This design comes from an exercise in tuning for small area and a short achievable clock period on the open sky130 flow, not from production work.

## ddfs
module ddfs (
    input  logic        clk,
    input  logic        rst_n,
    input  logic [7:0]  freq_i,
    output logic [15:0] sine_o,
    output logic [15:0] cosine_o
);
Size in the first run: roughly 4500 cells after synthesis, ~510 flip-flops, about 42 I/O pins.
export LEC_CHECK = 0
export ABC_AREA = 1
export CAP_MARGIN = 20
export CORE_MARGIN = 2
export CORE_UTILIZATION = 45
export CTS_CLUSTER_DIAMETER = 100
export CTS_CLUSTER_SIZE = 30
export PLACE_DENSITY = 0.6
export SETUP_SLACK_MARGIN = 5
export SLEW_MARGIN = 20
create_clock -name core_clock -period 8.0 [get_ports {clk}]
run.sh (not shown) runs the stock make flow with config.mk's settings and CLKGATE_MAP_FILE= SYNTH_SCRIPT=/design/flow/synth_recipe.tcl, a recipe that flattens the netlist after the stock synthesis.
The starting point produced a clean layout.
==> next run, changes <==
--- a/flow/design.v
+++ b/flow/design.v
@@ -36,48 +36,16 @@
     logic signed [15:0] x15, y15;
     assign x15 = x_i + (16'(y_i >>> 14) ^ {16{~d_i}}) + {15'd0, ~d_i};
     assign y15 = y_i + (16'(x_i >>> 14) ^ {16{d_i}}) + {15'd0, d_i};
     always_ff @(posedge clk) begin
         x_o <= x15 + (16'(y15 >>> 15) ^ {16{~d_i}}) + {15'd0, ~d_i};
         y_o <= y15 + (16'(x15 >>> 15) ^ {16{d_i}}) + {15'd0, d_i};
     end
 endmodule
-module cordic_pair #(
-    parameter int          SHIFT = 0,
-    parameter logic [15:0] TAN0  = 16'h0,
-    parameter logic [15:0] TAN1  = 16'h0,
-    parameter int          ZWI   = 16,
-    parameter int          ZWM   = 16,
-    parameter int          ZWO   = 16
-) (
-    input  logic               clk,
-    input  logic signed [15:0] x_i,
-    input  logic signed [15:0] y_i,
-    input  logic        [15:0] z_i,
-    output logic signed [15:0] x_o,
-    output logic signed [15:0] y_o,
-    output logic        [15:0] z_o
-);
-    logic           n0, n1;
-    logic [ZWM-1:0] zm;
-    logic [ZWO-1:0] z_r;
-    logic signed [15:0] xm, ym;
-    assign z_o = 16'(z_r);
-    assign n0 = z_i[ZWI-1];
-    assign zm = n0 ? ZWM'(z_i) + ZWM'(TAN0) : ZWM'(z_i) - ZWM'(TAN0);
-    assign n1 = zm[ZWM-1];
-    assign xm = x_i + (16'(y_i >>> SHIFT) ^ {16{~n0}}) + {15'd0, ~n0};
-    assign ym = y_i + (16'(x_i >>> SHIFT) ^ {16{n0}}) + {15'd0, n0};
-    always_ff @(posedge clk) begin
-        x_o <= xm + (16'(ym >>> (SHIFT + 1)) ^ {16{~n1}}) + {15'd0, ~n1};
-        y_o <= ym + (16'(xm >>> (SHIFT + 1)) ^ {16{n1}}) + {15'd0, n1};
-        z_r <= n1 ? ZWO'(zm) + ZWO'(TAN1) : ZWO'(zm) - ZWO'(TAN1);
-    end
-endmodule
 module cordic (
     input  logic        clk,
     input  logic        rst_n,
     input  logic [15:0] angle_i,
     output logic [15:0] sine_o,
     output logic [15:0] cosine_o
 );
     localparam int K = 5;
@@ -230,45 +198,34 @@
     always_ff @(posedge clk) begin
         x5_r <= xy5[31:16];
         y5_r <= xy5[15:0];
         z5_r <= z5;
     end
     wire [15:0] x_w [K:16];
     wire [15:0] y_w [K:16];
     wire [15:0] z_w [K:14];
-    wire [15:0] x_w13, y_w13, z_w13;
     assign x_w[K] = x5_r;
     assign y_w[K] = y5_r;
     assign z_w[K] = {5'd0, z5_r};
     genvar i;
     generate
-        for (i = K; i < 12; i++) begin : g_it
+        for (i = K; i < 14; i++) begin : g_it
             cordic_unit #(.SHIFT(i), .TAN(TAN(i)), .ZWI(ZW(i)), .ZWO(ZW(i+1)))
             u (
                 .clk (clk),
                 .x_i (x_w[i]),
                 .y_i (y_w[i]),
                 .z_i (z_w[i]),
                 .x_o (x_w[i+1]),
                 .y_o (y_w[i+1]),
                 .z_o (z_w[i+1])
             );
         end
     endgenerate
-    cordic_pair #(.SHIFT(12), .TAN0(TAN(12)), .TAN1(TAN(13)), .ZWI(ZW(12)), .ZWM(ZW(13)), .ZWO(ZW(14)))
-    u_pair (
-        .clk (clk),
-        .x_i (x_w[12]),
-        .y_i (y_w[12]),
-        .z_i (z_w[12]),
-        .x_o (x_w[14]),
-        .y_o (y_w[14]),
-        .z_o (z_w[14])
-    );
     cordic_last u_last (
         .clk (clk),
         .x_i (x_w[14]),
         .y_i (y_w[14]),
         .d_i (z_w[14][ZW(14)-1]),
         .x_o (x_w[16]),
         .y_o (y_w[16])
     );
@@ -317,17 +274,17 @@
             4'd10: TH = 44'h7c1f07c16e0;
             4'd11: TH = 44'h88888887f90;
             4'd12: TH = 44'h94f2094e840;
             4'd13: TH = 44'ha15b8a150f0;
             4'd14: TH = 44'hadc50adb9a0;
             4'd15: TH = 44'hba2e8ba2250;
         endcase
     endfunction
-    logic [7:0]  fe, fd, f0, f1, f2;
+    logic [7:0]  fd, f0, f1, f2;
     logic [1:0]  s_a;
     logic        c_a, c_b, c_lo;
     logic [15:0] inc_lo, inc_hi;
     logic [15:0] acc_lo, acc_hi;
     logic [43:0] u0h, u0l, u1h, u1l, u2h, u2l;
     logic [14:0] s0;
     logic [14:0] s1;
     logic [16:0] a_lo;
@@ -338,32 +295,30 @@
     assign u2h  = TH(f2[7:4]);
     assign u2l  = TL(f2[3:0]);
     assign s0   = {1'b0, u0h[13:0]} + {1'b0, u0l[13:0]};
     assign s1   = {1'b0, u1h[27:14]} + {1'b0, u1l[27:14]} + {14'd0, c_a};
     assign a_lo = {1'b0, acc_lo} + {1'b0, inc_lo};
     assign angle_o = acc_hi;
     always_ff @(posedge clk, negedge rst_n) begin
         if (!rst_n) begin
-            fe     <= 0;
             fd     <= 0;
             f0     <= 0;
             f1     <= 0;
             f2     <= 0;
             s_a    <= 0;
             c_a    <= 0;
             inc_lo <= 0;
             c_b    <= 0;
             inc_hi <= 0;
             acc_lo <= 0;
             c_lo   <= 0;
             acc_hi <= 0;
         end else begin
-            fe     <= freq_i;
-            fd     <= fe;
+            fd     <= freq_i;
             f0     <= fd;
             f1     <= f0;
             s_a    <= s0[13:12];
             c_a    <= s0[14];
             f2     <= f1;
             inc_lo <= {s1[13:0], s_a};
             c_b    <= s1[14];
             inc_hi <= u2h[43:28] + u2l[43:28] + {15'd0, c_b};
Effect:
- The changed run finished clean
- die area fell slightly
- worst setup slack gets better by 0.21 ns
- routed wire length fell by roughly a tenth
- first-iteration DRC count fell by a little under a tenth
- count of clock-buffer cells in the layout fell by 10
- area after synthesis fell slightly
- cell count fell by a few percent
- sequential share of layout area rose by 3.0 points
No run of this note included a check of the RTL's function; only the layout flow was run.

ddfs, a different RTL version from the one above (not shown whole).
Size: ~530 flip-flops, ~42 I/O pins.
==> module cordic_unit, before the edit <==
module cordic_unit #(
    parameter int          SHIFT = 0,
    parameter logic [15:0] TAN   = 16'h0,
    parameter int          ZWI   = 16,
    parameter int          ZWO   = 16
) (
    input  logic                   clk,
    input  logic signed [15:0]     x_i,
    input  logic signed [15:0]     y_i,
    input  logic        [15:0]     z_i,
    output logic signed [15:0]     x_o,
    output logic signed [15:0]     y_o,
    output logic        [15:0]     z_o
);
    logic [ZWO-1:0] z_r;
    assign z_o = 16'(z_r);
    function automatic logic [15:0] add16(input logic [15:0] a, input logic [15:0] b, input logic ci);
        logic [15:0] g, p, G, P, c;
        g = a & b;
        p = a ^ b;
        g[0] = g[0] | (p[0] & ci);
        G = g;
        P = p;
        for (int l = 1; l < 16; l = l * 2)
            for (int k = 2 * l - 1; k < 16; k = k + 2 * l) begin
                G[k] = G[k] | (P[k] & G[k-l]);
                P[k] = P[k] & P[k-l];
            end
        for (int l = 4; l >= 1; l = l / 2)
            for (int k = 3 * l - 1; k < 16; k = k + 2 * l) begin
                G[k] = G[k] | (P[k] & G[k-l]);
                P[k] = P[k] & P[k-l];
            end
        c = {G[14:0], ci};
        add16 = p ^ c;
    endfunction
    logic        neg;
    logic [15:0] ys, xs;
    assign neg = z_i[ZWI-1];
    assign ys  = 16'(y_i >>> SHIFT) ^ {16{~neg}};
    assign xs  = 16'(x_i >>> SHIFT) ^ {16{neg}};
    always_ff @(posedge clk) begin
        x_o <= add16(x_i, ys, ~neg);
        y_o <= add16(y_i, xs, neg);
        z_r <= neg ? ZWO'(z_i) + ZWO'(TAN) : ZWO'(z_i) - ZWO'(TAN);
    end
endmodule
Settings: LEC_CHECK=0, ABC_AREA=1, CAP_MARGIN=20, CORE_MARGIN=2, CORE_UTILIZATION=45, CTS_CLUSTER_DIAMETER=100, CTS_CLUSTER_SIZE=30, PLACE_DENSITY=0.6, SETUP_SLACK_MARGIN=5, SLEW_MARGIN=20; clock period 8.0 ns.
Change:
--- a/flow/design.v
+++ b/flow/design.v
@@ -15,24 +15,4 @@
     logic [ZWO-1:0] z_r;
     assign z_o = 16'(z_r);
-    function automatic logic [15:0] add16(input logic [15:0] a, input logic [15:0] b, input logic ci);
-        logic [15:0] g, p, G, P, c;
-        g = a & b;
-        p = a ^ b;
-        g[0] = g[0] | (p[0] & ci);
-        G = g;
-        P = p;
-        for (int l = 1; l < 16; l = l * 2)
-            for (int k = 2 * l - 1; k < 16; k = k + 2 * l) begin
-                G[k] = G[k] | (P[k] & G[k-l]);
-                P[k] = P[k] & P[k-l];
-            end
-        for (int l = 4; l >= 1; l = l / 2)
-            for (int k = 3 * l - 1; k < 16; k = k + 2 * l) begin
-                G[k] = G[k] | (P[k] & G[k-l]);
-                P[k] = P[k] & P[k-l];
-            end
-        c = {G[14:0], ci};
-        add16 = p ^ c;
-    endfunction
     logic        neg;
     logic [15:0] ys, xs;
@@ -41,6 +21,6 @@
     assign xs  = 16'(x_i >>> SHIFT) ^ {16{neg}};
     always_ff @(posedge clk) begin
-        x_o <= add16(x_i, ys, ~neg);
-        y_o <= add16(y_i, xs, neg);
+        x_o <= x_i + ys + {15'd0, ~neg};
+        y_o <= y_i + xs + {15'd0, neg};
         z_r <= neg ? ZWO'(z_i) + ZWO'(TAN) : ZWO'(z_i) - ZWO'(TAN);
     end
Outcome:
- non-clock buffer count is lower by 112
- wire length rises by a quarter to a third
- register-to-register slack barely changes
- flip-flop and latch count stays the same
- maximum frequency hardly moves
- cell area rises by a few percent
Function was not checked in any run of this note: the RTL went through the layout flow alone.

separate check: timing with driven ports:
No port has a modelled driver above. Below, the same layouts with a new extraction and two added sets of constraints. Step 1 sets driving cells, clkbuf_16 on the clock port and buf_2 on the other inputs (assumed; they add their load-dependent delay and slew). Step 2, shift: input delay + t, output delay - t, t = (earliest + latest rising clock arrival at the registers) / 2. This alone moves slack from input paths to output paths. Slacks: no drivers / after step 1 / after step 2; pairs: no drivers / after step 1.
| run | t (ns) | setup WS [ns] | cell pins on the clock port's net |
|---|---|---|---|
| the first run of note 1 | 0.643 | 4.405 / 4.405 / 4.405 | 1 |
| the second run of note 1 | 0.671 | 4.616 / 4.616 / 4.616 | 1 |
| the first run of note 2 | 0.679 | 4.988 / 4.988 / 4.988 | 1 |
| the second run of note 2 | 0.681 | 4.985 / 4.985 / 4.985 | 1 |
After both steps every run listed still meets setup and hold.
